Background: an optimization exercise with open tools, aiming at small area. Do not read the settings as production practice. Only simulation tests tie the RTL to the original design; equivalence was not proved. No activity file was given, so power comes from the tool's default toggle rates.

==> design/flow/design.v <==
module pll(
	input clk,
	input reset,
	input sig_in,
	input [6:0] phase_adj,      
	input [11:0] delay_adj,     
	input [15:0] default_freq,  
	output osc_out,
	output reg sig_bad,
	output [14-1:0] per_avg);
	reg [15:0] freq, freq_nxt, diff;
	reg        pd_up_d, pd_dn_d;
	reg        fb, fb_nxt, fb_d1, sig, sig_dly, sig_buf_dly, osc, osc_dly;
	reg        sig_bad_nxt;
	reg [768 - 1:0] sig_buffer;
	wire sig_buf = sig_buffer[768 - 1];
	reg [23:0] ctr, ctr_nxt, osc_nxt;
	reg [16:0] freq_nxt_x;
	assign osc_out = ctr[23];
	always @(*) begin
		ctr_nxt = ctr + {8'b0, freq};
		osc_nxt = ctr_nxt + {phase_adj, 17'b0};
		freq_nxt_x = {1'b0, freq} + {diff[15], diff};
		if(!reset)
			freq_nxt = default_freq;
		else if(freq_nxt_x[16])
			freq_nxt = 16'hFFFF;  
		else
			freq_nxt = freq_nxt_x[15:0];
	end
	always @(posedge clk or negedge reset) begin
		if(!reset) begin
			ctr     <= 24'b0;
			osc     <= 1'b0;
		end else begin
			ctr     <= ctr_nxt;
			osc     <= osc_nxt[23];
		end
	end
	always @(posedge clk) begin
		freq    <= freq_nxt;
		osc_dly <= osc;
		pd_up_d <= pd_up;
		pd_dn_d <= pd_dn;
	end
	reg [1:0] err, err_prev, err_dif;
	reg       pd_up, pd_up_nxt, pd_dn, pd_dn_nxt;
	wire sig_edge = sig_buf && !sig_buf_dly;
	wire fb_edge;
	always @(*) begin
		pd_up_nxt = ((pd_up && pd_dn) || sig_bad) ? 1'b0 : pd_up | sig_edge;
		pd_dn_nxt = ((pd_up && pd_dn) || sig_bad) ? 1'b0 : pd_dn | fb_edge;
		err      = {1'b0, pd_up} - {1'b0, pd_dn};
		err_prev = {1'b0, pd_up_d} - {1'b0, pd_dn_d};
		err_dif  = err - err_prev;
		diff     = {{9{err[1]}}, err, 5'b0} + {err_dif, 14'b0};
	end
	always @(posedge clk or negedge reset) begin
		if(!reset) begin
			pd_up   <= 1'b0;
			pd_dn   <= 1'b0;
		end else begin
			pd_up   <= pd_up_nxt;
			pd_dn   <= pd_dn_nxt;
		end
	end
	reg [11:0] dly_ctr, dly_ctr_nxt;
	always @(*) begin
		dly_ctr_nxt = dly_ctr;
		fb_nxt = fb;
		if(osc ^ osc_dly)
			dly_ctr_nxt = dly_ctr;
		else begin
			if(!dly_ctr)
				fb_nxt = osc;
			else
				dly_ctr_nxt = dly_ctr - 1;
			if(osc_nxt[23] ^ osc)
				dly_ctr_nxt = delay_adj;
		end
	end
	always @(posedge clk or negedge reset) begin
		if(!reset) begin
			dly_ctr   <= 12'b0;
			sig       <= 1'b0;
		end else begin
			dly_ctr   <= dly_ctr_nxt;
			sig       <= sig_in;
		end
	end
	always @(posedge clk) begin
		fb          <= fb_nxt;
		sig_dly     <= sig;
		sig_buf_dly <= sig_buf;
		fb_d1       <= fb;
	end
	reg [14-1:0] per_buffer[4 - 1:0];
	reg [14-1:0] per_ctr, per_ctr_nxt, trn_ctr, trn_ctr_nxt;
	reg     [9:0] bad_ctr, bad_ctr_nxt;
	reg    [11:0] post_bad_ctr, post_bad_ctr_nxt;
	reg     [3:0] flush_ctr, flush_ctr_nxt;
	reg           per_upd, per_upd_nxt, per_upd_d, post_bad_cnt, post_bad_cnt_nxt;
	wire [14:0] per_buf_sum00 = {1'b0, per_buffer[0]} + {1'b0, per_buffer[1]};
	wire [14:0] per_buf_sum01 = {1'b0, per_buffer[2]} + {1'b0, per_buffer[3]};
	wire [14:0] per_buf_sum10 = {1'b0, per_buf_sum00[14:1]} + {1'b0, per_buf_sum01[14:1]};
	wire [14-1:0] per_avg_r = per_buf_sum10[14:1];
	assign per_avg = reset ? per_avg_r : 14'b0;
	wire not_flushed = |(flush_ctr);
	always @(*) begin
		if(per_upd_d)
			per_ctr_nxt = 14'b0;
		else
			per_ctr_nxt = per_ctr + 1;
		per_upd_nxt = fb && !fb_d1;
		if(per_upd_nxt && not_flushed)
			flush_ctr_nxt = flush_ctr - 1;
		else
			flush_ctr_nxt = flush_ctr;
		if(sig ^ sig_dly)
			trn_ctr_nxt = 1'b0;
		else if(trn_ctr == 14'h3FFF)
			trn_ctr_nxt = trn_ctr;
		else
			trn_ctr_nxt = trn_ctr + 1;
		if((sig ^ sig_dly && (trn_ctr < {2'b0, per_avg_r[14-1:2]})) ||
		   (trn_ctr > per_avg_r) || not_flushed)
			bad_ctr_nxt = 768;
		else if(bad_ctr == 10'b0)
			bad_ctr_nxt = 10'b0;
		else
			bad_ctr_nxt = bad_ctr - 1;
		post_bad_ctr_nxt = post_bad_ctr;
		post_bad_cnt_nxt = post_bad_cnt;
		if(bad_ctr) begin
			post_bad_ctr_nxt = per_avg_r[14-1:2];
		end else if(post_bad_ctr && (post_bad_cnt || fb_edge)) begin
			post_bad_ctr_nxt = post_bad_ctr - 1;
			post_bad_cnt_nxt = 1'b1;
		end else if(!post_bad_ctr) begin
			post_bad_ctr_nxt = 12'b0;
			post_bad_cnt_nxt = 1'b0;
		end
		sig_bad_nxt = (|(bad_ctr)) || (|(post_bad_ctr));
	end
	always @(posedge clk or negedge reset) begin
		if(!reset) begin
			trn_ctr      <= 14'b0;
			per_upd      <= 1'b1;
			bad_ctr      <= 10'b0;
			sig_bad      <= 1'b0;
			post_bad_ctr <= 12'b0;
			post_bad_cnt <= 1'b0;
			flush_ctr    <= 8;
		end else begin
			trn_ctr      <= trn_ctr_nxt;
			per_upd      <= per_upd_nxt;
			bad_ctr      <= bad_ctr_nxt;
			sig_bad      <= sig_bad_nxt;
			post_bad_ctr <= post_bad_ctr_nxt;
			post_bad_cnt <= post_bad_cnt_nxt;
			flush_ctr    <= flush_ctr_nxt;
		end
	end
	integer i;
	always @(posedge clk) begin
		per_upd_d <= per_upd;
		per_ctr   <= per_ctr_nxt;
		if(per_upd_d) begin
			for(i = 0; i < 4 - 1; i = i + 1)
				per_buffer[i + 1] <= per_buffer[i];
			per_buffer[0] <= per_ctr;
		end
		sig_buffer <= {sig_buffer[768-2:0], sig_dly};
	end
	reg [2:0] fe_n, fe_n_nxt;
	reg [9:0] fe_ctr, fe_ctr_nxt, fe_gap;
	reg [2:0] fe_sel;
	assign fb_edge = (fe_n != 3'd0) && (fe_ctr == 10'd0);
	always @(*) begin
		fe_sel = fe_n - {2'b0, per_upd | per_upd_d};
		case(fe_sel)
			3'd1:    fe_gap = {8'b10111111, per_upd, !per_upd};
			3'd2:    fe_gap = per_buffer[0][9:0];
			3'd3:    fe_gap = per_buffer[1][9:0];
			default: fe_gap = per_buffer[2][9:0];
		endcase
		fe_n_nxt = fe_n + {2'b0, per_upd_nxt} - {2'b0, fb_edge};
		if(fb_edge && fe_n != 3'd1)
			fe_ctr_nxt = fe_gap;
		else if(per_upd_nxt && (fe_n == 3'd0 || fb_edge))
			fe_ctr_nxt = 768 - 1;
		else
			fe_ctr_nxt = fe_ctr - 1;
	end
	always @(posedge clk or negedge reset) begin
		if(!reset)
			fe_n <= 3'd0;
		else
			fe_n <= fe_n_nxt;
	end
	always @(posedge clk)
		fe_ctr <= fe_ctr_nxt;
endmodule
==> design/flow/flow/run.sh <==
#!/bin/bash
# The standard ORFS layout, with these changes:
# - synthesis: ABC uses an area script, adders are left to ABC (no full-adder
#   cell extraction) and carry chains are mapped as ripple carry;
# - CTS: clkbuf_8 leaf buffers in clusters of up to 20 sinks, no dummy loads;
# - port buffers are buf_1 cells.
# Each step's full output goes to its own log file here.
set -euo pipefail
W=$PWD
sed "s#SYNTH_SCRIPT=[^ ]*#SYNTH_SCRIPT=$W/flow/synth.tcl#" standard.sh > my_standard.sh
export FLOW_ABC_SCRIPT=$W/flow/abc_area.script
export ADDER_MAP_FILE=
export SYNTH_OPERATIONS_ARGS="-extra-map $W/flow/lcu_ripple.v"
export CTS_ARGS="-sink_clustering_enable -repair_clock_nets -dont_use_dummy_load -buf_list sky130_fd_sc_hd__clkbuf_8 -sink_clustering_size 20 -sink_clustering_max_diameter 50"
export BUFFER_PORTS_ARGS="-buffer_cell sky130_fd_sc_hd__buf_1"
bash my_standard.sh synth > synth.log 2>&1
bash my_standard.sh finish > finish.log 2>&1
==> design/flow/flow/abc_area.script <==
strash
&get -n
&fraig -x
&put
scorr
dc2
strash
&get -n
&dch -f
&nf
&put
==> design/flow/flow/lcu_ripple.v <==
(* techmap_celltype = "$lcu" *)
module _lcu_ripple (P, G, CI, CO);
	parameter WIDTH = 2;
	(* force_downto *)
	input [WIDTH-1:0] P, G;
	input CI;
	(* force_downto *)
	output [WIDTH-1:0] CO;
	genvar i;
	generate
		for (i = 0; i < WIDTH; i = i + 1) begin : stage
			if (i == 0)
				assign CO[0] = G[0] | (P[0] & CI);
			else
				assign CO[i] = G[i] | (P[i] & CO[i-1]);
		end
	endgenerate
endmodule
==> design/flow/flow/synth.tcl <==
# The standard flow's synthesis script (synth_recipe.tcl), with one change: ABC maps the
# logic with an area-oriented script (flow/abc_area.script) in place of
# ORFS's delay-oriented one. Registers are mapped before ABC runs, so they
# are the standard synthesis's.
proc synth {args} { yosys synth -nofsm -noshare {*}$args }
proc abc {args} {
  set i [lsearch $args -script]
  if {$i >= 0} {
    set args [lreplace $args $i [expr {$i + 1}] -script $::env(FLOW_ABC_SCRIPT)]
  }
  yosys abc {*}$args
}
source $::env(SCRIPTS_DIR)/synth.tcl
# left out here: clear keep_hierarchy, flatten, clean up, hide names made inside functions, write 1_2_yosys.v
==> design/flow/standard.sh <==
#!/bin/bash
# synth_recipe.tcl (not shown) runs the flow's synth.tcl, then flattens the netlist and writes it again
# the make line also repeats each setting of config.mk as NAME=value (left out here)
make -C /OpenROAD-flow-scripts/flow DESIGN_CONFIG=/design/flow/config.mk WORK_HOME=/design/flow/orfs CLKGATE_MAP_FILE= SYNTH_SCRIPT=/design/flow/synth_recipe.tcl "${@:-finish}"
==> design/flow/config.mk <==
export PLATFORM = sky130hd
export DESIGN_NAME = pll
export DESIGN_NICKNAME = pll
export VERILOG_FILES = /design/flow/design.v
export SDC_FILE = /design/flow/constraint.sdc
export NUM_CORES = 4
export LEC_CHECK = 0
export CAP_MARGIN = 20
export CORE_MARGIN = 2
export CORE_UTILIZATION = 45
export SLEW_MARGIN = 20
==> design/flow/constraint.sdc <==
create_clock -name core_clock -period 10.0 [get_ports {clk}]
set_input_delay 2.0000 -clock core_clock [delete_from_list [all_inputs] [get_ports {clk}]]
set_output_delay 2.0000 -clock core_clock [all_outputs]
set_load 0.01 [all_outputs]
==> metrics.csv, run 1 <==
metric;value;unit
min-delay worst type;register to register;
async set or reset register ratio after synthesis;8.98;%
final hold violation count;0;
setup repair bufs after CTS;0;
kind of critical path;register to output port;
Yosys reg bits;958;
routed vias;11030;
pwr dens;237;nW/um^2
initial antenna violation count;0;
max_slew headroom;42.3;%
Worst path max stage delay;0.46;ns
port bufs;53;
GRT Total Usage;11.4;%
Sink Count;958;
io pins;54;
nets;1814;
CTS clk-pin slew, worst paths;0.10;ns
endpoints failing setup;0;
Critical Path, Cell by Cell;xnor2_1 > o21ai_0 > maj3_1 > maj3_1 > maj3_1 > maj3_1 > xnor2_1 > clkinv_1 > maj3_1 > maj3_1 > maj3_1 > maj3_1 > maj3_1 > maj3_1 > maj3_1 > maj3_1 > a21oi_1 > and2_0 > buf_1;
Rows;86;
Core ar.;54900;sq um
CTS tree;done;
area leader, netlist;dfxtp_1;
H-tree depth;3;
Post-Place Worst Slack;1.07;ns
Routed WL;31.4;mm
most common library cell in the layout ignoring fill and taps;dfxtp_1;
cell family with most CP delay;adder cells;
Longest Clk Path Bufs;3;
post-route insts no fill;2478;
clock latency (worst-skew pair);0.64;ns
Seq/Total Area, Yosys;81.3;%
Syn Area/Cell;15.1;sq um
count of pins over their slew limit;0;
total die area;57200;sq um
fin area;27000;sq um
Buf/Inv on CP;2;
post-route ant nets;0;
Post-Route Setup TNS;0;ns
drt first pass iters;5;
area occupied by multi-input gates;4520;sq um
largest net degree at the start of global routing;72;
Syn Nets;1682;
Root Buffer;clkbuf_8;
WL per Instance;12.7;um
clk_skew;0.0720;ns
Crit path required time;8.00;ns
commonest non-fill, non-tap cells in the layout;dfxtp_1 (809), xnor2_1 (129), nor2_1 (87), dfrtp_1 (84), clkbuf_8 (68);
post-DP HPWL;18.4;mm
final worst setup slack;0.461;ns
Sequential Area;20200;sq um
critical-path maximum fanout;6;
Post-synth EDFFs;62;
Fillers;4738;
DRC Markers;0;
Remaining Overflow, GRT;0;
Synth Warn #;2;
run status;timing/DRC/antenna clean;
Via density;4.45;
post-synthesis instance area;24900;sq um
element type at the critical path end;output port;
Most common cell on crit path;maj3_1;
final RePlAce weighted congestion;0.775;
vias in the first global route;11046;
chip width;239;um
top post-synthesis cells by area;dfxtp_1 (65%), dfrtp_1 (8.5%), edfxtp_1 (7.5%), xnor2_1 (4.5%), maj3_1 (2.5%);
Final Util;49.1;%
Initial Util;45.3;%
fin crit share;95.4;%
post-CTS resize count;0;
starting DRC count in detailed routing;502;
CP arrival;7.54;ns
CTS buffer count;68;
ANT cells;0;
layout cells sized above 1;4.62;%
placed cell areas;26000;sq um
Lkg Pwr;10.3;nW
Post-CTS Hold Buffers;0;
Final Power;6.39;mW
CP startpoint kind;register;
CP max-delay cell;edfxtp_1;
Mapped Cells;1644;
first-pass GRT wire length;53.4;mm
Yosys top cell area share;65.2;%
Fmax;105;MHz
peak supply drop;126;uV
Die Y;239;um
max cap viols;0;
Worst-Margin Slew;0.866;ns
Fin Hold WS;0.272;ns
post-layout min period;9.54;ns
ys flop type;dfxtp_1;
RSZ-0062 raised after global routing;true;
placed insts;2410;
synth-to-layout area growth;8.43;%
Cell variety after synth;44;
-- cell type report --
class                           count  area share, %
Inverter                           34          0.473
Timing Repair Buffer               62           1.00
Multi-Input combinational cell    652           16.8
Sequential cell                   958           75.0
Tap cell                          704           3.27
Clock buffer                       68           3.47
-- power by group --
group          leakage (nW)  total (mW)  internal (mW)  switching, mW
clock network         0.489        1.66          0.614           1.04
registers              8.19        4.11           3.99          0.110
logic                  1.59       0.622          0.315          0.308
total                  10.3        6.39           4.92           1.46
-- logic make-up (layout without fill, tap and decap cells) --
logic type	count (synthesis)	after routing	share of synthesized area [%]
adders and majority gates	61	61	2.45
xor gates and xnor gates	174	174	6.19
buffers and inverters	34	164	0.513
AOI/OAI and AO/OA	155	155	3.90
and+or+nand+nor	237	237	4.49
muxes	25	25	1.12
DFF	958	958	81.3
-- final timing paths --
check	to	startpoint	cells past startpoint	slack (ns)
setup / recovery	per_avg[13]	per_buffer[0][1]	19	0.46
hold / removal	sig_buffer[295]	sig_buffer[294]	0	0.27
setup reg to reg	bad_ctr[3]	per_buffer[0][1]	21	2.39
hold reg to reg	sig_buffer[295]	sig_buffer[294]	0	0.27
max in group asynchronous	dly_ctr[4]	reset	2	7.27
min in group asynchronous	ctr[0]	reset	1	1.43
-- sequential cells by signal, indices dropped and copies added, names as in the netlist, 3 cells and up --
| name | flops |
|---|---|
| sig_buffer | 768 |
| per_buffer | 56 |
| ctr | 24 |
| freq | 16 |
| per_ctr | 14 |
| trn_ctr | 14 |
| dly_ctr | 12 |
| post_bad_ctr | 12 |
| bad_ctr | 10 |
| fe_ctr | 10 |
| flush_ctr | 4 |
| fe_n | 3 |
-- cells in the mapped netlist, types with 6 or more instances --
cell type / n
dfxtp_1: 810
and2_0: 25
clkinv_1: 34
a21o_1: 7
o21ai_0: 28
xor2_1: 44
a211oi_1: 7
nor2_1: 87
xnor2_1: 129
o21a_1: 11
maj3_1: 61
nor3_1: 22
or3_1: 6
a21oi_1: 58
edfxtp_1: 62
a222oi_1: 8
a22oi_1: 12
or2_0: 7
mux2_1: 22
o31ai_1: 8
dfrtp_1: 84
nand2_1: 49
and3_1: 9
nand2b_1: 10
-- metal layers --
layer / vias to the layer above / part of all wire [%] / GRT usage (%)
met4: 0 / 2.6 / 4.15
met5: - / 0 / 0
li1: 5637 / - / -
met3: 75 / 4.7 / 3.49
met1: 5189 / 52 / 16.3
met2: 129 / 40 / 16.3
==> run 2, diff against run 1 <==
--- a/design/flow/design.v
+++ b/design/flow/design.v
@@ -96,7 +96,8 @@
 	end
 	reg [14-1:0] per_buffer[4 - 1:0];
 	reg [14-1:0] per_ctr, per_ctr_nxt, trn_ctr, trn_ctr_nxt;
-	reg     [9:0] bad_ctr, bad_ctr_nxt;
+	reg     [9:0] bad_lfsr, bad_lfsr_nxt;
+	reg           bad_act, bad_act_nxt, bad_evt;
 	reg    [11:0] post_bad_ctr, post_bad_ctr_nxt;
 	reg     [3:0] flush_ctr, flush_ctr_nxt;
 	reg           per_upd, per_upd_nxt, per_upd_d, post_bad_cnt, post_bad_cnt_nxt;
@@ -122,16 +123,13 @@
 			trn_ctr_nxt = trn_ctr;
 		else
 			trn_ctr_nxt = trn_ctr + 1;
-		if((sig ^ sig_dly && (trn_ctr < {2'b0, per_avg_r[14-1:2]})) ||
-		   (trn_ctr > per_avg_r) || not_flushed)
-			bad_ctr_nxt = 768;
-		else if(bad_ctr == 10'b0)
-			bad_ctr_nxt = 10'b0;
-		else
-			bad_ctr_nxt = bad_ctr - 1;
+		bad_evt = (sig ^ sig_dly && (trn_ctr < {2'b0, per_avg_r[14-1:2]})) ||
+		          (trn_ctr > per_avg_r) || not_flushed;
+		bad_lfsr_nxt = bad_evt ? 10'h3FF : {bad_lfsr[8:0], bad_lfsr[9] ^ bad_lfsr[6]};
+		bad_act_nxt  = bad_evt || (bad_act && bad_lfsr != 10'h1E0);
 		post_bad_ctr_nxt = post_bad_ctr;
 		post_bad_cnt_nxt = post_bad_cnt;
-		if(bad_ctr) begin
+		if(bad_act) begin
 			post_bad_ctr_nxt = per_avg_r[14-1:2];
 		end else if(post_bad_ctr && (post_bad_cnt || fb_edge)) begin
 			post_bad_ctr_nxt = post_bad_ctr - 1;
@@ -140,13 +138,13 @@
 			post_bad_ctr_nxt = 12'b0;
 			post_bad_cnt_nxt = 1'b0;
 		end
-		sig_bad_nxt = (|(bad_ctr)) || (|(post_bad_ctr));
+		sig_bad_nxt = bad_act || (|(post_bad_ctr));
 	end
 	always @(posedge clk or negedge reset) begin
 		if(!reset) begin
 			trn_ctr      <= 14'b0;
 			per_upd      <= 1'b1;
-			bad_ctr      <= 10'b0;
+			bad_act      <= 1'b0;
 			sig_bad      <= 1'b0;
 			post_bad_ctr <= 12'b0;
 			post_bad_cnt <= 1'b0;
@@ -154,7 +152,7 @@
 		end else begin
 			trn_ctr      <= trn_ctr_nxt;
 			per_upd      <= per_upd_nxt;
-			bad_ctr      <= bad_ctr_nxt;
+			bad_act      <= bad_act_nxt;
 			sig_bad      <= sig_bad_nxt;
 			post_bad_ctr <= post_bad_ctr_nxt;
 			post_bad_cnt <= post_bad_cnt_nxt;
@@ -164,6 +162,7 @@
 	integer i;
 	always @(posedge clk) begin
 		per_upd_d <= per_upd;
+		bad_lfsr  <= bad_lfsr_nxt;
 		per_ctr   <= per_ctr_nxt;
 		if(per_upd_d) begin
 			for(i = 0; i < 4 - 1; i = i + 1)
==> run 2 against run 1 <==
  * Still clean
  * Hold slack got worse by 0.0084 ns
  * Non-clock buffer count fell by 1
  * Core utilization rose by 0.50 points
  * Synthesized cell count fell by 0.36%
  * Area after synthesis fell by 0.55%
  * Critical path type unchanged
==> metrics.csv, run 2 <==
metric;value;unit
layout cells sized above 1;4.86;%
CTS buffer count;72;
max_slew headroom;37.0;%
ys flop type;dfxtp_1;
worst hold path startpoint;sig_buffer[468];
Die Y;238;um
WL per Instance;12.7;um
Worst path max stage delay;0.47;ns
commonest non-fill, non-tap cells in the layout;dfxtp_1 (819), xnor2_1 (117), nor2_1 (94), dfrtp_1 (75), clkbuf_8 (72);
Longest Clk Path Bufs;3;
CTS clk-pin slew, worst paths;0.11;ns
Rows;85;
Seq/Total Area, Yosys;81.7;%
Syn Nets;1676;
RSZ-0062 raised after global routing;false;
Root Buffer;clkbuf_8;
Post-synth EDFFs;62;
worst hold stages;0;
Worst-Margin Slew;0.946;ns
Routed WL;31.3;mm
worst-case hold path end point;sig_buffer[469];
drt first pass iters;5;
Mapped Cells;1638;
Buf/Inv on CP;2;
clk_skew;0.0806;ns
final RePlAce weighted congestion;0.729;
CTS tree;done;
CP startpoint kind;register;
vias in the first global route;10953;
reg2reg end;bad_act;
post-route ant nets;0;
final hold violation count;0;
FF-to-FF path depth;20;
synth-to-layout area growth;8.63;%
most common library cell in the layout ignoring fill and taps;dfxtp_1;
io pins;54;
Core ar.;54100;sq um
Initial Util;45.7;%
setup repair bufs after CTS;0;
Final Util;49.6;%
pwr dens;235;nW/um^2
Lkg Pwr;10.2;nW
nets;1811;
post-DP HPWL;18.3;mm
post-layout min period;9.46;ns
Yosys reg bits;959;
Fmax;106;MHz
first-pass GRT wire length;52.8;mm
element type at the critical path end;output port;
post-synthesis instance area;24700;sq um
CP max-delay cell;edfxtp_1;
register bank with the most flops;sig_buffer;
endpoints failing setup;0;
area leader, netlist;dfxtp_1;
reg-to-reg startpoint;per_buffer[0][1];
synth cell count leaders;dfxtp_1 (820), xnor2_1 (117), nor2_1 (94);
kind of critical path;register to output port;
fin crit share;94.6;%
Post-CTS Hold Buffers;0;
largest net degree at the start of global routing;75;
Synth Warn #;2;
min-delay worst type;register to register;
most frequent cell after synthesis;dfxtp_1;
Remaining Overflow, GRT;0;
ANT cells;0;
starting DRC count in detailed routing;549;
count of pins over their slew limit;0;
Sink Count;959;
async set or reset register ratio after synthesis;8.03;%
routed vias;11008;
chip width;238;um
peak supply drop;160;uV
GRT Total Usage;11.4;%
H-tree depth;3;
internal reg-to-reg setup slack;2.37;ns
CP arrival;7.46;ns
Syn Area/Cell;15.1;sq um
post-CTS resize count;0;
Largest regs;sig_buffer: 768 flops, per_buffer: 56 flops, ctr: 24 flops;
Critical Path, Cell by Cell;xnor2_1 > o21ai_0 > maj3_1 > maj3_1 > maj3_1 > maj3_1 > maj3_1 > maj3_1 > maj3_1 > maj3_1 > xnor2_1 > clkinv_1 > maj3_1 > maj3_1 > maj3_1 > maj3_1 > xnor2_1 > and2_0 > buf_1;
Via density;4.46;
run status;timing/DRC/antenna clean;
Cell variety after synth;49;
Most common cell on crit path;maj3_1;
max cap viols;0;
cell family with most CP delay;adder cells;
DRC Markers;0;
clock latency (worst-skew pair);0.66;ns
port bufs;53;
Yosys top cell area share;66.4;%
Post-Route Setup TNS;0;ns
initial antenna violation count;0;
Crit path required time;8.00;ns
number of flip-flops in the largest register;768;
top post-synthesis cells by area;dfxtp_1 (66%), dfrtp_1 (7.6%), edfxtp_1 (7.5%), xnor2_1 (4.1%), maj3_1 (2.5%);
critical-path maximum fanout;4;
total die area;56900;sq um
[run 2: cell count changes in the layout (fill, tap and decap cells not counted), moves of 7 or more]
cell | before | now
mux2_1 | 22 | 0
dfxtp_1 | 809 | 819
mux2i_1 | 3 | 13
nand3b_1 | 1 | 10
dfrtp_1 | 84 | 75
xnor2_1 | 129 | 117
nor2_1 | 87 | 94
[run 2: cell families after synthesis]
group / count (synthesis) / synth area share (%)
and+or+nand+nor: 251 / 4.89
adders and majority gates: 63 / 2.55
xor gates and xnor gates: 165 / 5.90
DFF: 959 / 81.7
buffers and inverters: 29 / 0.440
AOI/OAI and AO/OA: 158 / 4.01
muxes: 13 / 0.526
[run 2: through the flow]
stage / power, mW / setup slack (ns) / std cells / hold slack (ns) / instance area [sq um]
global route: 6.66 / 0.0200 / 2467 / 0.268 / 26900
CTS: 6.43 / 0.386 / 2467 / 0.270 / 26900
finish: 6.32 / 0.543 / 2467 / 0.264 / 26900
global placement: 4.68 / 1.22 / 2395 / 0.311 / 25900
floorplan: 4.58 / 1.73 / 1638 / 0.310 / 24700
detailed placement: 4.71 / 1.13 / 2395 / 0.312 / 25900
[run 2: layer usage]
metal	up-vias	routed length, um	track usage (%)	share of wire (%)
met3	86	1340	3.22	4.3
met2	141	12500	16.1	40
li1	5643	-	-	-
met1	5138	16400	16.2	52
met4	0	1110	5.02	3.6
met5	-	0	0	0
[run 2: area by class of cell]
cell class,count,area [sq um]
fill,4652,27300
clock buffer,72,991
tap,696,871
inverter,29,109
timing repair buffer,61,263
sequential,959,20200
multi-input combinational,650,4430
[run 2: power breakdown]
part	total [mW]	switching [mW]	internal, mW
Clock	1.70	1.06	0.647
Combinational	0.549	0.291	0.259
Sequential	4.07	0.0891	3.98
Total	6.32	1.44	4.89
[run 2: worst max path at each step]
stage	from	endpoint	slack, ns	cells past startpoint
after CTS	per_buffer[0][1]	per_avg[12]	0.39	19
after global routing	per_buffer[0][1]	per_avg[12]	0.02	19
after floorplan	per_buffer[1][1]	per_avg[12]	1.73	18
after global placement	per_buffer[1][1]	per_avg[12]	1.22	19
final	per_buffer[0][1]	per_avg[12]	0.54	19
after detailed placement	per_buffer[1][1]	per_avg[12]	1.13	19
[run 2: worst register-to-register path: stages, from the launching register on]
cell and delay [ns]:
edfxtp_1 0.47, xnor2_1 0.26, o21ai_0 0.17, maj3_1 0.42, maj3_1 0.41, maj3_1 0.41
maj3_1 0.41, maj3_1 0.40, maj3_1 0.40, maj3_1 0.41, maj3_1 0.41, maj3_1 0.40
maj3_1 0.40, maj3_1 0.40, xnor2_1 0.25, xor2_1 0.20, xnor2_1 0.18, maj3_1 0.37
maj3_1 0.36, o21ai_1 0.58, nand3_1 0.14
==> run 3, diff against run 2 <==
--- a/design/flow/flow/run.sh
+++ b/design/flow/flow/run.sh
@@ -11,7 +11,7 @@
 export FLOW_ABC_SCRIPT=$W/flow/abc_area.script
 export ADDER_MAP_FILE=
 export SYNTH_OPERATIONS_ARGS="-extra-map $W/flow/lcu_ripple.v"
-export CTS_ARGS="-sink_clustering_enable -repair_clock_nets -dont_use_dummy_load -buf_list sky130_fd_sc_hd__clkbuf_8 -sink_clustering_size 20 -sink_clustering_max_diameter 50"
+export CTS_ARGS="-sink_clustering_enable -repair_clock_nets -dont_use_dummy_load -buf_list sky130_fd_sc_hd__clkbuf_16 -sink_clustering_size 40 -sink_clustering_max_diameter 60"
 export BUFFER_PORTS_ARGS="-buffer_cell sky130_fd_sc_hd__buf_1"
 bash my_standard.sh synth > synth.log 2>&1
 bash my_standard.sh finish > finish.log 2>&1
==> run 3 against run 2 <==
  * Critical path depth stayed put
  * Sequential power hardly changed
  * Die area stayed put
  * Highest routed layer unchanged
==> metrics.csv, run 3 <==
metric;value;unit
run status;timing/DRC/antenna clean;
internal reg-to-reg setup slack;2.38;ns
Core ar.;54100;sq um
setup repair bufs after CTS;0;
count of pins over their slew limit;0;
Remaining Overflow, GRT;0;
Fillers;4611;
io pins;54;
reg2reg end;bad_lfsr[2];
layout cells sized above 1;3.38;%
Via density;4.45;
nets;1784;
DRC Markers;0;
Yosys top cell area share;66.4;%
Syn Area/Cell;15.1;sq um
Cell variety after synth;49;
FF-to-FF path depth;20;
Die Y;238;um
Fmax;106;MHz
Critical Path, Cell by Cell;xnor2_1 > o21ai_0 > maj3_1 > maj3_1 > maj3_1 > maj3_1 > maj3_1 > xnor2_1 > clkinv_1 > maj3_1 > maj3_1 > maj3_1 > maj3_1 > maj3_1 > maj3_1 > maj3_1 > xnor2_1 > and2_0 > buf_1;
Routed WL;30.8;mm
worst-case hold path end point;sig_buffer[358];
CTS clk-pin slew, worst paths;0.12;ns
pwr dens;240;nW/um^2
most frequent cell after synthesis;dfxtp_1;
max cap viols;0;
cell family with most CP delay;adder cells;
CP arrival;7.43;ns
Yosys reg bits;959;
Lkg Pwr;10.2;nW
CP startpoint kind;register;
CTS buffer count;45;
clk_skew;0.0911;ns
WL per Instance;12.6;um
GRT Total Usage;11.1;%
commonest non-fill, non-tap cells in the layout;dfxtp_1 (819), xnor2_1 (117), nor2_1 (94), dfrtp_1 (75), a21oi_1 (64);
min-delay worst type;register to register;
synth-to-layout area growth;9.18;%
Most common cell on crit path;maj3_1;
largest net degree at the start of global routing;75;
top post-synthesis cells by area;dfxtp_1 (66%), dfrtp_1 (7.6%), edfxtp_1 (7.5%), xnor2_1 (4.1%), maj3_1 (2.5%);
Synth Warn #;2;
fin crit share;94.3;%
register bank with the most flops;sig_buffer;
element type at the critical path end;output port;
peak supply drop;169;uV
routed vias;10846;
area leader, netlist;dfxtp_1;
first-pass GRT wire length;51.8;mm
starting DRC count in detailed routing;520;
post-route ant nets;0;
post-DP HPWL;18.3;mm
initial antenna violation count;0;
worst hold stages;0;
Post-Route Setup TNS;0;ns
worst hold path startpoint;sig_buffer[357];
final hold violation count;0;
Root Buffer;clkbuf_16;
clock latency (worst-skew pair);0.62;ns
Syn Nets;1676;
post-layout min period;9.43;ns
Sequential Area;20200;sq um
ANT cells;0;
number of flip-flops in the largest register;768;
vias in the first global route;10632;
max_slew headroom;36.3;%
CP max-delay cell;edfxtp_1;
RSZ-0062 raised after global routing;false;
critical-path maximum fanout;4;
Crit path required time;8.00;ns
Longest Clk Path Bufs;3;
post-synthesis instance area;24700;sq um
final RePlAce weighted congestion;0.729;
reg-to-reg startpoint;per_buffer[0][1];
most common library cell in the layout ignoring fill and taps;dfxtp_1;
async set or reset register ratio after synthesis;8.03;%
total die area;56900;sq um
Buf/Inv on CP;2;
ys flop type;dfxtp_1;
drt first pass iters;5;
Post-CTS Hold Buffers;0;
Final Power;6.47;mW
Post-synth EDFFs;62;
fin area;27000;sq um
Rows;85;
synth cell count leaders;dfxtp_1 (820), xnor2_1 (117), nor2_1 (94);
post-CTS resize count;0;
Worst-Margin Slew;0.956;ns
chip width;238;um
Initial Util;45.7;%
kind of critical path;register to output port;
Mapped Cells;1638;
port bufs;53;
CTS tree;done;
H-tree depth;2;
area occupied by multi-input gates;4430;sq um
Sink Count;959;
placed cell areas;25900;sq um
endpoints failing setup;0;
Worst path max stage delay;0.47;ns
Largest regs;sig_buffer: 768 flops, per_buffer: 56 flops, ctr: 24 flops;
Seq/Total Area, Yosys;81.7;%
## run 3: cell counts after synthesis
Identical to the previous run, type by type.
## run 3: per-stage QoR
stage | setup slack (ns) | utilization (%) | hold slack, ns | std cells
global route | 0.0793 | 49.9 | 0.259 | 2440
CTS | 0.453 | 49.9 | 0.247 | 2440
floorplan | 1.73 | - | 0.310 | 1638
global placement | 1.22 | 47.8 | 0.311 | 2395
detailed placement | 1.13 | 47.8 | 0.312 | 2395
finish | 0.575 | 49.9 | 0.249 | 2440
## run 3: report_power, final
part	total (mW)	internal [mW]	switching [mW]	leakage [nW]
combinational	0.550	0.259	0.291	1.54
clock	1.85	0.805	1.05	0.555
sequential	4.07	3.98	0.0889	8.15
total	6.47	5.04	1.43	10.2
## run 3: logic make-up (layout without fill, tap and decap cells)
logic type      after synthesis  after routing  share of synthesized area, %
simple gates                251            251                          4.89
mux                          13             13                         0.526
buf+inv                      29            135                         0.440
fa+ha+maj                    63             63                          2.55
xor+xnor                    165            165                          5.90
compound gates              158            158                          4.01
flops                       959            959                          81.7
## run 3: layout make-up
type                       count  share of cell area (%)
multi-input combinational    650                    16.4
tap                          696                    3.22
inverter                      29                   0.403
timing repair buffer          61                   0.973
sequential                   959                    74.8
clock buffer                  45                    4.17
## run 3: how the worst max path moves through the flow
stage,endpoint,from,cells after the start,slack (ns)
floorplan,per_avg[12],per_buffer[1][1],18,1.73
global placement,per_avg[12],per_buffer[1][1],19,1.22
detailed placement,per_avg[12],per_buffer[1][1],19,1.13
CTS,per_avg[12],per_buffer[0][1],19,0.45
global route,per_avg[12],per_buffer[0][1],19,0.08
finish,per_avg[12],per_buffer[0][1],19,0.57
## run 3: routing by layer
layer  part of all wire, %  up-vias  global-route usage (%)
met4                   3.0        0                    4.09
li1                      -     5594                       -
met5                     0        -                       0
met1                    53     5071                    16.2
met3                   4.1       58                    2.79
met2                    40      123                    15.8
==> run 4, diff against run 3 <==
--- a/design/flow/flow/run.sh
+++ b/design/flow/flow/run.sh
@@ -11,7 +11,7 @@
 export FLOW_ABC_SCRIPT=$W/flow/abc_area.script
 export ADDER_MAP_FILE=
 export SYNTH_OPERATIONS_ARGS="-extra-map $W/flow/lcu_ripple.v"
-export CTS_ARGS="-sink_clustering_enable -repair_clock_nets -dont_use_dummy_load -buf_list sky130_fd_sc_hd__clkbuf_16 -sink_clustering_size 40 -sink_clustering_max_diameter 60"
+export CTS_ARGS="-sink_clustering_enable -repair_clock_nets -dont_use_dummy_load -buf_list sky130_fd_sc_hd__clkbuf_8 -sink_clustering_size 24 -sink_clustering_max_diameter 30"
 export BUFFER_PORTS_ARGS="-buffer_cell sky130_fd_sc_hd__buf_1"
 bash my_standard.sh synth > synth.log 2>&1
 bash my_standard.sh finish > finish.log 2>&1
==> run 4 against run 3 <==
  * Critical path type unchanged
  * Largest power group unchanged
  * Non-clock buffer count unchanged
  * Die area unchanged
  * Design area up 2.8%
  * Clock-buffer cell count up 92
==> metrics.csv, run 4 <==
metric;value;unit
Worst-Margin Slew;0.934;ns
Final Power;7.01;mW
Yosys reg bits;959;
post-layout min period;9.42;ns
Synth Warn #;2;
CP max-delay cell;edfxtp_1;
initial antenna violation count;0;
Seq/Total Area, Yosys;81.7;%
area leader, netlist;dfxtp_1;
chip width;238;um
commonest non-fill, non-tap cells in the layout;dfxtp_1 (819), clkbuf_8 (137), xnor2_1 (116), nor2_1 (94), dfrtp_1 (75);
element type at the critical path end;output port;
placed insts;2395;
starting DRC count in detailed routing;544;
ys flop type;dfxtp_1;
Syn Nets;1676;
Most common cell on crit path;maj3_1;
count of pins over their slew limit;0;
Lkg Pwr;10.7;nW
Yosys top cell area share;66.4;%
Via density;4.47;
GRT Total Usage;11.9;%
Crit path required time;8.00;ns
top post-synthesis cells by area;dfxtp_1 (66%), dfrtp_1 (7.6%), edfxtp_1 (7.5%), xnor2_1 (4.1%), maj3_1 (2.5%);
io pins;54;
H-tree depth;4;
setup repair bufs after CTS;0;
Sequential Area;20200;sq um
most common library cell in the layout ignoring fill and taps;dfxtp_1;
Mapped Cells;1638;
ANT cells;0;
synth cell count leaders;dfxtp_1 (820), xnor2_1 (117), nor2_1 (94);
final hold violation count;0;
Sink Count;959;
Buf/Inv on CP;2;
FF-to-FF path depth;20;
Post-Route Setup TNS;0;ns
port bufs;53;
Initial Util;45.7;%
Rows;85;
Die Y;238;um
Syn Area/Cell;15.1;sq um
worst hold stages;0;
pwr dens;253;nW/um^2
most frequent cell after synthesis;dfxtp_1;
post-DP HPWL;18.3;mm
final RePlAce weighted congestion;0.729;
CTS buffer count;137;
routed vias;11316;
critical-path maximum fanout;4;
endpoints failing setup;0;
RSZ-0062 raised after global routing;false;
Worst path max stage delay;0.44;ns
Final Util;51.3;%
Largest regs;sig_buffer: 768 flops, per_buffer: 56 flops, ctr: 24 flops;
Cell variety after synth;49;
post-CTS resize count;0;
CTS clk-pin slew, worst paths;0.06;ns
layout cells sized above 1;8.28;%
run status;timing/DRC/antenna clean;
peak supply drop;143;uV
Root Buffer;clkbuf_8;
cell family with most CP delay;adder cells;
post-route ant nets;0;
DRC Markers;0;
clock latency (worst-skew pair);0.75;ns
fin crit share;94.2;%
Critical Path, Cell by Cell;xnor2_1 > o21ai_0 > maj3_1 > maj3_1 > maj3_1 > maj3_1 > maj3_1 > maj3_1 > maj3_1 > maj3_1 > xnor2_1 > clkinv_1 > maj3_1 > maj3_1 > maj3_1 > maj3_1 > xnor2_2 > and2_0 > buf_1;
post-synthesis instance area;24700;sq um
max cap viols;0;
kind of critical path;register to output port;
Worst path depth;19;
register bank with the most flops;sig_buffer;
async set or reset register ratio after synthesis;8.03;%
Longest Clk Path Bufs;3;
Post-CTS Hold Buffers;0;
area occupied by multi-input gates;4440;sq um
post-route insts no fill;2532;
WL per Instance;12.7;um
Fillers;4584;
Core ar.;54100;sq um
nets;1876;
first-pass GRT wire length;54.3;mm
CP startpoint kind;register;
max_slew headroom;37.7;%
total die area;56900;sq um
Fmax;106;MHz
clk_skew;0.0673;ns
min-delay worst type;register to register;
vias in the first global route;11521;
Routed WL;32.1;mm
Post-synth EDFFs;62;
CP arrival;7.42;ns
synth-to-layout area growth;12.3;%
Remaining Overflow, GRT;0;
largest net degree at the start of global routing;75;
number of flip-flops in the largest register;768;
CTS tree;done;
drt first pass iters;7;
[run 4: cells by family after synthesis]
| family | after synthesis | share of synthesized area, % |
|---|---|---|
| buffers and inverters | 29 | 0.440 |
| flip-flops | 959 | 81.7 |
| multiplexers | 13 | 0.526 |
| adder cells (fa/ha/maj) | 63 | 2.55 |
| AO/OA/AOI/OAI | 158 | 4.01 |
| AND/OR/NAND/NOR | 251 | 4.89 |
| XOR/XNOR | 165 | 5.90 |
[run 4: power breakdown]
group | internal [mW] | leakage (nW) | switching, mW | total (mW)
sequential | 3.99 | 8.15 | 0.0891 | 4.08
clock | 1.20 | 0.985 | 1.19 | 2.39
combinational | 0.259 | 1.54 | 0.292 | 0.551
total | 5.45 | 10.7 | 1.57 | 7.01
[run 4: path summary, 6_finish.rpt]
path	from	end	slack, ns
min in group asynchronous	reset	ctr[1]	1.44
max	per_buffer[0][1]	per_avg[12]	0.58
min reg2reg	sig_buffer[357]	sig_buffer[358]	0.27
max in group asynchronous	reset	flush_ctr[3]	7.50
max reg2reg	per_buffer[2][1]	bad_act	2.42
min	sig_buffer[357]	sig_buffer[358]	0.27
[run 4: layout make-up]
class,count,share of cell area [%]
inverters,29,0.392
well taps,696,3.14
clock buffers,137,6.79
repair buffers,61,0.946
flip-flops and latches,959,72.8
multi-input cells,650,16.0
[run 4: per-stage QoR]
stage / hold WS [ns] / area, sq um / setup slack (ns)
detailed placement: 0.312 / 25900 / 1.13
global route: 0.288 / 27800 / 0.0987
finish: 0.268 / 27800 / 0.581
CTS: 0.255 / 27800 / 0.294
floorplan: 0.310 / 24700 / 1.73
global placement: 0.311 / 25900 / 1.22
[run 4: per-layer routing]
layer	share of wire, %	routed length (um)	track usage, %	vias up
li1	-	-	-	5766
met1	51	16400	16.3	5261
met2	40	12800	16.0	203
met3	5.5	1770	4.59	86
met4	3.5	1130	7.08	0
met5	0	0	0	-
==> run 5, diff against run 4 <==
==> design/flow/flow/run.sh (replaced) <==
#!/bin/bash
# The standard ORFS layout, with these changes:
# - synthesis: ABC uses an area script, adders are left to ABC (no full-adder
#   cell extraction), carry chains are mapped as ripple carry, and plain
#   additions of two variable operands are ripples of fa_1/ha_1 cells;
# - CTS: clkbuf_8 leaf buffers in clusters of up to 20 sinks, no dummy loads;
# - port buffers are buf_1 cells.
# Each step's full output goes to its own log file here.
set -euo pipefail
W=$PWD
sed "s#SYNTH_SCRIPT=[^ ]*#SYNTH_SCRIPT=$W/flow/synth.tcl#" standard.sh > my_standard.sh
export FLOW_ABC_SCRIPT=$W/flow/abc_area.script
export ADDER_MAP_FILE=
export SYNTH_OPERATIONS_ARGS="-extra-map $W/flow/lcu_ripple.v -extra-map $W/flow/alu_fa.v"
export CTS_ARGS="-sink_clustering_enable -repair_clock_nets -dont_use_dummy_load -buf_list sky130_fd_sc_hd__clkbuf_8 -sink_clustering_size 20 -sink_clustering_max_diameter 80"
export BUFFER_PORTS_ARGS="-buffer_cell sky130_fd_sc_hd__buf_1"
bash my_standard.sh synth > synth.log 2>&1
bash my_standard.sh finish > finish.log 2>&1
==> design/flow/flow/alu_fa.v (new file) <==
// Plain additions of two variable operands (BI = 0, CI = 0) as a ripple of
// sky130 full/half adder cells; everything else falls back to yosys's maps.
(* techmap_celltype = "$alu" *)
module _80_alu_fa (A, B, CI, BI, X, Y, CO);
	parameter A_SIGNED = 0;
	parameter B_SIGNED = 0;
	parameter A_WIDTH = 1;
	parameter B_WIDTH = 1;
	parameter Y_WIDTH = 1;
	parameter _TECHMAP_CONSTMSK_CI_ = 0;
	parameter _TECHMAP_CONSTVAL_CI_ = 0;
	parameter _TECHMAP_CONSTMSK_BI_ = 0;
	parameter _TECHMAP_CONSTVAL_BI_ = 0;
	parameter _TECHMAP_CONSTMSK_A_ = 0;
	parameter _TECHMAP_CONSTVAL_A_ = 0;
	parameter _TECHMAP_CONSTMSK_B_ = 0;
	parameter _TECHMAP_CONSTVAL_B_ = 0;

	(* force_downto *) input [A_WIDTH-1:0] A;
	(* force_downto *) input [B_WIDTH-1:0] B;
	(* force_downto *) output [Y_WIDTH-1:0] X, Y;
	input CI, BI;
	(* force_downto *) output [Y_WIDTH-1:0] CO;

	(* force_downto *) wire [Y_WIDTH-1:0] AA, BB;
	\$pos #(.A_SIGNED(A_SIGNED), .A_WIDTH(A_WIDTH), .Y_WIDTH(Y_WIDTH)) A_conv (.A(A), .Y(AA));
	\$pos #(.A_SIGNED(B_SIGNED), .A_WIDTH(B_WIDTH), .Y_WIDTH(Y_WIDTH)) B_conv (.A(B), .Y(BB));

	function integer nvar;
		input integer msk, w;
		integer k;
		begin
			nvar = 0;
			for (k = 0; k < w; k = k + 1)
				if (!msk[k]) nvar = nvar + 1;
		end
	endfunction

	// constant bits only as zero extension of a narrower operand
	localparam OK = _TECHMAP_CONSTMSK_CI_ == 1 && _TECHMAP_CONSTVAL_CI_ == 0 &&
	                _TECHMAP_CONSTMSK_BI_ == 1 && _TECHMAP_CONSTVAL_BI_ == 0 &&
	                !A_SIGNED && !B_SIGNED &&
	                _TECHMAP_CONSTMSK_A_ == 0 && _TECHMAP_CONSTMSK_B_ == 0 &&
	                A_WIDTH >= 8 && B_WIDTH >= 8 && Y_WIDTH <= 32;
	wire _TECHMAP_FAIL_ = !OK;

	wire [Y_WIDTH:0] c;
	assign c[0] = 1'b0;
	assign X = AA ^ BB;
	genvar i;
	generate
		for (i = 0; i < Y_WIDTH; i = i + 1) begin : bit
			if (i >= A_WIDTH && i >= B_WIDTH) begin
				assign Y[i] = c[i];
				assign c[i+1] = 1'b0;
			end else if (i >= A_WIDTH || i >= B_WIDTH) begin
				if (i == 0) begin
					assign Y[i] = (i >= A_WIDTH) ? BB[i] : AA[i];
					assign c[i+1] = 1'b0;
				end else begin
					sky130_fd_sc_hd__ha_1 h (.A((i >= A_WIDTH) ? BB[i] : AA[i]), .B(c[i]), .COUT(c[i+1]), .SUM(Y[i]));
				end
			end else if (i == 0) begin
				sky130_fd_sc_hd__ha_1 h (.A(AA[i]), .B(BB[i]), .COUT(c[i+1]), .SUM(Y[i]));
			end else begin
				sky130_fd_sc_hd__fa_1 f (.A(AA[i]), .B(BB[i]), .CIN(c[i]), .COUT(c[i+1]), .SUM(Y[i]));
			end
			assign CO[i] = c[i+1];
		end
	endgenerate
endmodule
==> run 5 against run 4 <==
  * First-iteration DRC count rose by 3.5%
  * Combinational power fell by 13%
  * Clock skew fell by 0.011 ns
  * Critical endpoint unchanged
  * Die area fell by 1.6%
  * Design area fell by 5.0%
  * Still clean on timing, DRC and antenna
  * Clock-buffer cell count fell by 82
  * Highest routed layer unchanged
==> metrics.csv, run 5 <==
metric;value;unit
run status;timing/DRC/antenna clean;
Final Power;6.07;mW
endpoints failing setup;0;
clock latency (worst-skew pair);0.67;ns
Post-Route Setup TNS;0;ns
async set or reset register ratio after synthesis;8.03;%
RSZ-0062 raised after global routing;false;
Lkg Pwr;10.2;nW
GRT Total Usage;11.6;%
Worst-Margin Slew;0.954;ns
pwr dens;230;nW/um^2
nets;1719;
layout cells sized above 1;5.87;%
Remaining Overflow, GRT;0;
final RePlAce weighted congestion;0.782;
kind of critical path;register to output port;
Sink Count;959;
Initial Util;45.4;%
number of flip-flops in the largest register;768;
chip width;237;um
Fmax;103;MHz
placed insts;2234;
total die area;56000;sq um
Longest Clk Path Bufs;3;
synth-to-layout area growth;8.43;%
post-synthesis instance area;24300;sq um
Post-synth EDFFs;62;
ys flop type;dfxtp_1;
Cell variety after synth;57;
Root Buffer;clkbuf_8;
Via density;4.51;
DRC Markers;0;
Rows;85;
register bank with the most flops;sig_buffer;
Yosys reg bits;959;
CTS clk-pin slew, worst paths;0.11;ns
WL per Instance;13.8;um
clk_skew;0.0565;ns
most frequent cell after synthesis;dfxtp_1;
max_slew headroom;35.6;%
H-tree depth;2;
final hold violation count;0;
CTS buffer count;55;
Die Y;237;um
Syn Area/Cell;16.5;sq um
top post-synthesis cells by area;dfxtp_1 (67%), dfrtp_1 (7.7%), edfxtp_1 (7.6%), fa_1 (5.3%), a21oi_1 (1.1%);
Syn Nets;1590;
Mapped Cells;1474;
Routed WL;31.6;mm
CP startpoint kind;register;
post-route insts no fill;2297;
Largest regs;sig_buffer: 768 flops, per_buffer: 56 flops, ctr: 24 flops;
ANT cells;0;
routed vias;10366;
port bufs;53;
critical-path maximum fanout;3;
max cap viols;0;
post-layout min period;9.71;ns
io pins;54;
most common library cell in the layout ignoring fill and taps;dfxtp_1;
synth cell count leaders;dfxtp_1 (820), dfrtp_1 (75), fa_1 (64);
peak supply drop;109;uV
min-delay worst type;register to register;
drt first pass iters;5;
vias in the first global route;10421;
count of pins over their slew limit;0;
CP arrival;7.71;ns
Crit path required time;8.00;ns
post-DP HPWL;18.5;mm
largest net degree at the start of global routing;71;
Core ar.;53600;sq um
initial antenna violation count;0;
first-pass GRT wire length;53.4;mm
Synth Warn #;2;
element type at the critical path end;output port;
Seq/Total Area, Yosys;83.0;%
post-route ant nets;0;
commonest non-fill, non-tap cells in the layout;dfxtp_1 (819), dfrtp_1 (75), edfxtp_1 (62), clkbuf_8 (55), fa_1 (54);
CTS tree;done;
fin crit share;97.1;%
starting DRC count in detailed routing;563;
Yosys top cell area share;67.4;%
area leader, netlist;dfxtp_1;
==> run 5: layer usage <==
metal / GRT usage, % / vias up / part of all wire [%]
li1: - / 5128 / -
met1: 17.3 / 5002 / 52
met2: 16.4 / 159 / 40
met3: 2.75 / 77 / 4.6
met4: 4.12 / 0 / 3.1
met5: 0 / - / 0
==> run 5: timing repair <==
item / CTS / global route
buffers inserted: 2 / 4
hold buffers: 0 / 0
gates cloned: 0 / 2
endpoints found under the hold margin: 0 / 0
resized for setup: 1 / 20
endpoints found under the setup margin: 1 / 13
pin swaps: 1 / 2
==> run 5: area by class of cell <==
type	count	area [sq um]
inverter	25	93.8
clock buffer	55	757
multi-input combinational	490	4110
timing repair buffer	72	358
sequential	959	20200
tap	696	871
fill	4505	27200
==> run 5: logic make-up after synthesis <==
| kind of cell | count (synthesis) | share of synthesized area, % |
|---|---|---|
| fa+ha+maj | 80 | 6.06 |
| simple gates | 194 | 4.10 |
| flops | 959 | 83.0 |
| compound gates | 171 | 4.83 |
| xor+xnor | 45 | 1.62 |
| buf+inv | 25 | 0.385 |
==> run 5: critical path: stages, from the launching register on <==
cell	delay, ns
edfxtp_1	0.43
ha_1	0.21
fa_1	0.39
fa_1	0.40
fa_1	0.39
fa_1	0.40
fa_1	0.39
fa_2	0.35
fa_1	0.39
fa_1	0.40
fa_2	0.36
fa_1	0.38
fa_1	0.39
fa_1	0.40
fa_1	0.49
fa_1	0.46
fa_2	0.59
and2_0	0.13
clkbuf_2	0.13
==> run 5: power by group <==
group          leakage [nW]  internal (mW)  switching [mW]
registers              8.16           3.98          0.0834
logic                  1.67          0.233           0.248
clock network         0.395          0.496            1.04
==> run 5: through the flow <==
step	setup slack, ns	util (%)	hold slack [ns]	instance area, sq um
final	0.285	49.2	0.309	26400
after CTS	0.00311	49.1	0.288	26300
after global routing	0.0274	49.2	0.299	26400
after floorplan	0.0173	-	0.310	24400
after global placement	0.317	47.6	0.313	25500
after detailed placement	0.148	47.6	0.312	25500
==> run 5: worst paths after layout <==
path	startpoint	end	slack, ns	cells after the start
setup / recovery	per_buffer[1][0]	per_avg[12]	0.29	18
hold / removal	sig_buffer[105]	sig_buffer[106]	0.31	0
setup reg to reg	freq[0]	dly_ctr[8]	0.44	32
hold reg to reg	sig_buffer[105]	sig_buffer[106]	0.31	0
max in group asynchronous	reset	per_upd	7.33	3
min in group asynchronous	reset	pd_dn	1.30	1
==> run 6, diff against run 5 <==
--- a/design/flow/flow/run.sh
+++ b/design/flow/flow/run.sh
@@ -12,7 +12,7 @@
 export FLOW_ABC_SCRIPT=$W/flow/abc_area.script
 export ADDER_MAP_FILE=
 export SYNTH_OPERATIONS_ARGS="-extra-map $W/flow/lcu_ripple.v -extra-map $W/flow/alu_fa.v"
-export CTS_ARGS="-sink_clustering_enable -repair_clock_nets -dont_use_dummy_load -buf_list sky130_fd_sc_hd__clkbuf_8 -sink_clustering_size 20 -sink_clustering_max_diameter 80"
+export CTS_ARGS="-sink_clustering_enable -repair_clock_nets -dont_use_dummy_load -buf_list sky130_fd_sc_hd__clkbuf_8 -sink_clustering_size 22 -sink_clustering_max_diameter 70"
 export BUFFER_PORTS_ARGS="-buffer_cell sky130_fd_sc_hd__buf_1"
 bash my_standard.sh synth > synth.log 2>&1
 bash my_standard.sh finish > finish.log 2>&1
==> run 6 against run 5 <==
  * Die area unchanged
  * Via count about the same
  * Sequential share of layout area up 0.13 points
  * Largest cell class unchanged
  * Sequential power about the same
  * Still clean on timing, DRC and antenna
  * Core utilization down 0.082 points
  * Wire length down 0.24%
  * Register-to-register slack about the same
  * Critical path type unchanged
==> metrics.csv, run 6 <==
metric;value;unit
post-synthesis mux area share;0;%
endpoints failing setup;0;
Syn Area/Cell;16.5;sq um
number of flip-flops in the largest register;768;
most frequent cell after synthesis;dfxtp_1;
Lkg Pwr;10.2;nW
final RePlAce weighted congestion;0.782;
ys flop type;dfxtp_1;
commonest non-fill, non-tap cells in the layout;dfxtp_1 (819), dfrtp_1 (75), edfxtp_1 (62), fa_1 (55), a21oi_1 (54);
Worst-Margin Slew;0.963;ns
Via density;4.51;
post-layout min period;9.72;ns
Cell variety after synth;57;
Root Buffer;clkbuf_8;
area leader, netlist;dfxtp_1;
Final Util;49.2;%
largest net degree at the start of global routing;71;
synth-to-layout area growth;8.25;%
Syn Nets;1590;
Synth Warn #;2;
Sink Count;959;
Yosys reg bits;959;
port bufs;53;
Crit path required time;8.00;ns
post-synthesis xor/xnor area fraction;1.62;%
initial antenna violation count;1;
chip width;237;um
clk_skew;0.0664;ns
routed vias;10362;
fin crit share;97.2;%
critical-path maximum fanout;2;
starting DRC count in detailed routing;541;
async set or reset register ratio after synthesis;8.03;%
CP startpoint kind;register;
io pins;54;
Post-synth EDFFs;62;
final hold violation count;0;
CTS clk-pin slew, worst paths;0.12;ns
Longest Clk Path Bufs;3;
synth cell count leaders;dfxtp_1 (820), dfrtp_1 (75), fa_1 (64);
most common library cell in the layout ignoring fill and taps;dfxtp_1;
top post-synthesis cells by area;dfxtp_1 (67%), dfrtp_1 (7.7%), edfxtp_1 (7.6%), fa_1 (5.3%), a21oi_1 (1.1%);
register bank with the most flops;sig_buffer;
layout cells sized above 1;5.57;%
drt first pass iters;5;
post-DP HPWL;18.5;mm
Post-Synth Simple-Gate Area;4.10;%
GRT Total Usage;11.5;%
post-synthesis compound-gate area fraction;4.83;%
Core ar.;53600;sq um
main combinational cell family by area after synthesis;adder cells;
max cap viols;0;
count of pins over their slew limit;0;
Adder-Cell Fraction of Synth Area;6.06;%
element type at the critical path end;output port;
CTS tree;done;
pwr dens;229;nW/um^2
Die Y;237;um
Mapped Cells;1474;
Post-Route Setup TNS;0;ns
Routed WL;31.6;mm
H-tree depth;2;
WL per Instance;13.7;um
post-route ant nets;0;
post-route insts no fill;2296;
max_slew headroom;35.0;%
first-pass GRT wire length;53.0;mm
peak supply drop;141;uV
placed insts;2234;
Largest regs;sig_buffer: 768 flops, per_buffer: 56 flops, ctr: 24 flops;
Fmax;103;MHz
nets;1716;
clock latency (worst-skew pair);0.66;ns
kind of critical path;register to output port;
run status;timing/DRC/antenna clean;
Remaining Overflow, GRT;0;
min-delay worst type;register to register;
CTS buffer count;51;
Rows;85;
RSZ-0062 raised after global routing;false;
Seq/Total Area, Yosys;83.0;%
total die area;56000;sq um
vias in the first global route;10339;
DRC Markers;0;
Yosys top cell area share;67.4;%
Final Power;6.03;mW
Fin Hold WS;0.300;ns
CP arrival;7.72;ns
post-synthesis instance area;24300;sq um
Initial Util;45.4;%
Post-CTS Hold Buffers;0;
[run 6: path summary, 6_finish.rpt]
path / start / endpoint / slack (ns) / depth (start not counted)
max: per_buffer[0][0] / per_avg[12] / 0.28 / 18
min reg2reg: sig_buffer[98] / sig_buffer[99] / 0.30 / 0
min: sig_buffer[98] / sig_buffer[99] / 0.30 / 0
min in group asynchronous: reset / ctr[1] / 1.30 / 1
max reg2reg: freq[0] / dly_ctr[8] / 0.43 / 32
max in group asynchronous: reset / flush_ctr[3] / 7.29 / 3
[run 6: kinds of logic after synthesis]
group	Yosys count
AOI/OAI and AO/OA	171
xor gates and xnor gates	45
adders and majority gates	80
buffers and inverters	25
DFF	959
and+or+nand+nor	194
[run 6: what timing repair did]
item / in CTS / in global routing
pin swaps: 1 / 2
resized for setup: 2 / 18
setup endpoints to repair: 1 / 12
gates cloned: 0 / 2
setup buffers: 4 / 3
[run 6: cell type report]
class                   instances  area (sq um)
multi-input cells             490          4100
clock buffers                  51           702
repair buffers                 73           370
diodes                          2          5.00
flip-flops and latches        959         20200
well taps                     696           871
inverters                      25          93.8
fillers                      4517         27200
[run 6: critical path: stages, from the launching register on]
cell and delay [ns]:
edfxtp_1 0.41, ha_1 0.22, fa_1 0.39, fa_1 0.40, fa_1 0.39, fa_1 0.39
fa_1 0.39, fa_1 0.41, fa_1 0.40, fa_1 0.40, fa_2 0.36, fa_1 0.38
fa_1 0.39, fa_1 0.40, fa_1 0.50, fa_2 0.41, fa_2 0.59, and2_0 0.13
clkbuf_2 0.13
[run 6: routing by layer]
layer	track usage, %	share of wire [%]	wire length [um]	vias up
li1	-	-	-	5131
met1	17.2	52	16300	5017
met2	16.4	41	12900	155
met3	2.42	4.4	1390	59
met4	4.66	3.0	952	0
met5	0	0	0	-
[run 6: report_power, final]
part / leakage [nW] / switching, mW / internal, mW
Sequential: 8.16 / 0.0835 / 3.98
Clock: 0.367 / 1.02 / 0.462
Combinational: 1.68 / 0.248 / 0.238
Total: 10.2 / 1.35 / 4.68
[run 6: stage by stage]
stage                     cell area, sq um  setup WS, ns
after floorplan                      24400        0.0173
after global placement               25500         0.317
after detailed placement             25500         0.148
after CTS                            26300        0.0581
after global routing                 26400       0.00819
final                                26400         0.277
==> run 7, diff against run 6 <==
==> design/flow/flow/run.sh (replaced) <==
#!/bin/bash
# The standard ORFS layout, with these changes:
# - synthesis: ABC uses an area script, adders are left to ABC (no full-adder
#   cell extraction), carry chains are mapped as ripple carry, and plain
#   additions of two variable operands are ripples of fa_1/ha_1 cells;
# - CTS: clkbuf_8 leaf buffers in clusters of up to 18 sinks, no dummy loads;
# - port buffers are buf_1 cells.
# Each step's full output goes to its own log file here.
set -euo pipefail
W=$PWD
sed "s#SYNTH_SCRIPT=[^ ]*#SYNTH_SCRIPT=$W/flow/synth.tcl#" standard.sh > my_standard.sh
export FLOW_ABC_SCRIPT=$W/flow/abc_area.script
export ADDER_MAP_FILE=
export SYNTH_OPERATIONS_ARGS="-extra-map $W/flow/lcu_ripple.v -extra-map $W/flow/alu_fa.v"
export CTS_ARGS="-sink_clustering_enable -repair_clock_nets -dont_use_dummy_load -buf_list sky130_fd_sc_hd__clkbuf_8 -sink_clustering_size 18 -sink_clustering_max_diameter 80"
export BUFFER_PORTS_ARGS="-buffer_cell sky130_fd_sc_hd__buf_1"
bash my_standard.sh synth > synth.log 2>&1
bash my_standard.sh finish > finish.log 2>&1
==> design/flow/flow/abc_area.script (replaced) <==
strash
&get -n
&fraig -x
&put
scorr
dc2
strash
&get -n
&dch -f
&nf -R 1000
&put
==> run 7 against run 6 <==
  * Cell count fell by 0.26%
  * Die area fell by 0.25%
  * Clock skew shrank 0.026 ns
  * Largest cell class unchanged
  * First-iteration DRC count shrank 3.7%
  * Critical path type unchanged
  * Largest power group unchanged
  * Maximum frequency about the same
  * Critical endpoint unchanged
  * Critical path depth unchanged
  * Design area hardly changed
  * Combinational power is 5.1% lower
  * Sequential share of layout area decreased by 0.051 points
  * Core utilization about the same
==> metrics.csv, run 7 <==
metric;value;unit
run status;timing/DRC/antenna clean;
initial antenna violation count;0;
port bufs;53;
max cap viols;0;
count of pins over their slew limit;0;
routed vias;10255;
min-delay worst type;register to register;
Worst path max stage delay;0.58;ns
H-tree depth;2;
top post-synthesis cells by area;dfxtp_1 (68%), dfrtp_1 (7.7%), edfxtp_1 (7.7%), fa_1 (5.3%), a21oi_1 (1.2%);
chip width;236;um
CP startpoint kind;register;
CTS clk-pin slew, worst paths;0.10;ns
Sink Count;959;
drt first pass iters;7;
Post-Place Worst Slack;0.158;ns
final hold violation count;0;
Root Buffer;clkbuf_8;
Die Y;236;um
synth-to-layout area growth;8.60;%
area leader, netlist;dfxtp_1;
largest net degree at the start of global routing;73;
pwr dens;231;nW/um^2
register bank with the most flops;sig_buffer;
Synth Warn #;2;
most frequent cell after synthesis;dfxtp_1;
Fmax;103;MHz
max_slew headroom;27.9;%
CP arrival;7.73;ns
element type at the critical path end;output port;
post-synthesis instance area;24300;sq um
post-route ant nets;0;
Most common cell on crit path;fa_1;
total die area;55800;sq um
ys flop type;dfxtp_1;
Worst-Margin Slew;1.07;ns
Final Util;49.2;%
first-pass GRT wire length;53.2;mm
Critical Path, Cell by Cell;ha_1 > fa_1 > fa_1 > fa_2 > fa_1 > fa_1 > fa_1 > fa_1 > fa_1 > fa_1 > fa_1 > fa_1 > fa_2 > fa_1 > fa_2 > fa_2 > and2_0 > clkbuf_2;
Via density;4.48;
CTS buffer count;59;
starting DRC count in detailed routing;521;
met1 Usage GRT;16.7;%
final worst setup slack;0.273;ns
commonest non-fill, non-tap cells in the layout;dfxtp_1 (819), dfrtp_1 (75), edfxtp_1 (62), clkbuf_8 (59), fa_1 (57);
kind of critical path;register to output port;
Core ar.;53600;sq um
GR Util met3;2.87;%
synth cell count leaders;dfxtp_1 (820), dfrtp_1 (75), fa_1 (64);
critical-path maximum fanout;2;
Yosys reg bits;959;
Seq/Total Area, Yosys;83.2;%
layout cells sized above 1;5.90;%
Syn Nets;1580;
post-DP HPWL;18.0;mm
Mapped Cells;1464;
Remaining Overflow, GRT;0;
GRT Total Usage;11.5;%
Yosys top cell area share;67.6;%
clock latency (worst-skew pair);0.67;ns
final RePlAce weighted congestion;0.774;
CTS tree;done;
WL per Instance;13.6;um
endpoints failing setup;0;
nets;1711;
vias in the first global route;10755;
peak supply drop;125;uV
most common library cell in the layout ignoring fill and taps;dfxtp_1;
met2 Use GR;16.9;%
post-layout min period;9.73;ns
Largest regs;sig_buffer: 768 flops, per_buffer: 56 flops, ctr: 24 flops;
number of flip-flops in the largest register;768;
Crit path required time;8.00;ns
Post-synth EDFFs;62;
io pins;54;
clk_skew;0.0409;ns
Rows;85;
Lkg Pwr;10.2;nW
Longest Clk Path Bufs;3;
Syn Area/Cell;16.6;sq um
async set or reset register ratio after synthesis;8.03;%
fin crit share;97.3;%
GR peak layer;met2;
Initial Util;45.3;%
Routed WL;31.1;mm
CP max-delay cell;fa_2;
DRC Markers;0;
Cell variety after synth;55;
run 7: timing repair:
item	CTS	global route
hold endpoints to repair	0	0
buffers inserted	3	5
resized for setup	2	13
hold buffers	0	0
pin swaps	1	6
endpoints found under the setup margin	1	14
run 7: cells by family (layout without fill, tap and decap cells):
logic type	Yosys count	in the layout	share of synthesized area [%]
buf+inv	22	151	0.340
other cells	0	1	0
fa+ha+maj	81	81	6.12
simple gates	179	179	3.74
xor+xnor	46	46	1.66
compound gates	177	177	4.93
flops	959	959	83.2
run 7: final timing paths:
path | start | endpoint | slack, ns | cells after the start
max | per_buffer[0][0] | per_avg[12] | 0.27 | 18
min | sig_buffer[56] | sig_buffer[57] | 0.31 | 0
max reg2reg | freq[0] | dly_ctr[10] | 0.43 | 32
min reg2reg | sig_buffer[56] | sig_buffer[57] | 0.31 | 0
max in group asynchronous | reset | dly_ctr[3] | 7.51 | 2
min in group asynchronous | reset | sig | 1.37 | 1
run 7: metal layers:
layer | part of all wire, % | vias to the layer above
met4 | 2.4 | 0
li1 | - | 5089
met5 | 0 | -
met3 | 4.7 | 51
met1 | 52 | 4950
met2 | 41 | 165
run 7: per-stage QoR:
step	total power, mW	area [sq um]	hold WS (ns)	instances	setup TNS [ns]
after global routing	6.42	26400	0.307	2289	-0.0149
after CTS	6.16	26300	0.308	2284	0
final	6.09	26400	0.309	2290	0
after global placement	4.54	25400	0.310	2222	0
after floorplan	4.44	24300	0.310	1464	0
after detailed placement	4.57	25400	0.312	2222	0
run 7: cell type report:
class | count | area, sq um
fill | 4502 | 27200
timing repair buffer | 70 | 339
sequential | 959 | 20200
inverter | 22 | 82.6
clock buffer | 59 | 812
antenna | 1 | 2.50
tap | 696 | 871
multi-input combinational | 483 | 4060
run 7: where the power goes:
part	internal [mW]	leakage, nW	switching, mW	total, mW
registers	3.98	8.16	0.0821	4.06
clock network	0.530	0.424	1.04	1.57
logic	0.216	1.60	0.245	0.461
run 7: critical path, delay by kind of cell, from the launching register on:
kind                     cells  cell delay [ns]
AND/OR/NAND/NOR              1             0.14
adder cells (fa/ha/maj)     16             6.39
buffers and inverters        1             0.13
flip-flops                   1             0.41

[what the ideal ports hide]
The flow's constraints put no driver on any port. The routed layouts listed below were extracted and timed again, unchanged, in two steps. Step 1 assumes that a clkbuf_16 drives the clock port and a buf_2 every other input. Step 2, shift: input delay + t, output delay - t, t = (earliest + latest rising clock arrival at the registers) / 2. This alone moves slack from input paths to output paths. Slacks: no drivers / after step 1 / after step 2; pairs: no drivers / after step 1.
run	t (ns)	setup slack, ns	worst setup path after step 2	worst register clock-pin slew, ns
run 1	0.657	0.461 / 0.410 / 1.067	register to output	0.11 / 0.11
run 2	0.678	0.543 / 0.492 / 1.170	register to output	0.11 / 0.11
run 3	0.631	0.575 / 0.518 / 1.150	register to output	0.12 / 0.12
run 4	0.769	0.581 / 0.529 / 1.298	register to output	0.09 / 0.09
run 5	0.687	0.285 / 0.235 / 0.444	register to register	0.12 / 0.12
run 6	0.679	0.277 / 0.226 / 0.435	register to register	0.13 / 0.13
run 7	0.698	0.273 / 0.226 / 0.427	register to register	0.11 / 0.11
After both steps setup and hold are still met in every run listed.
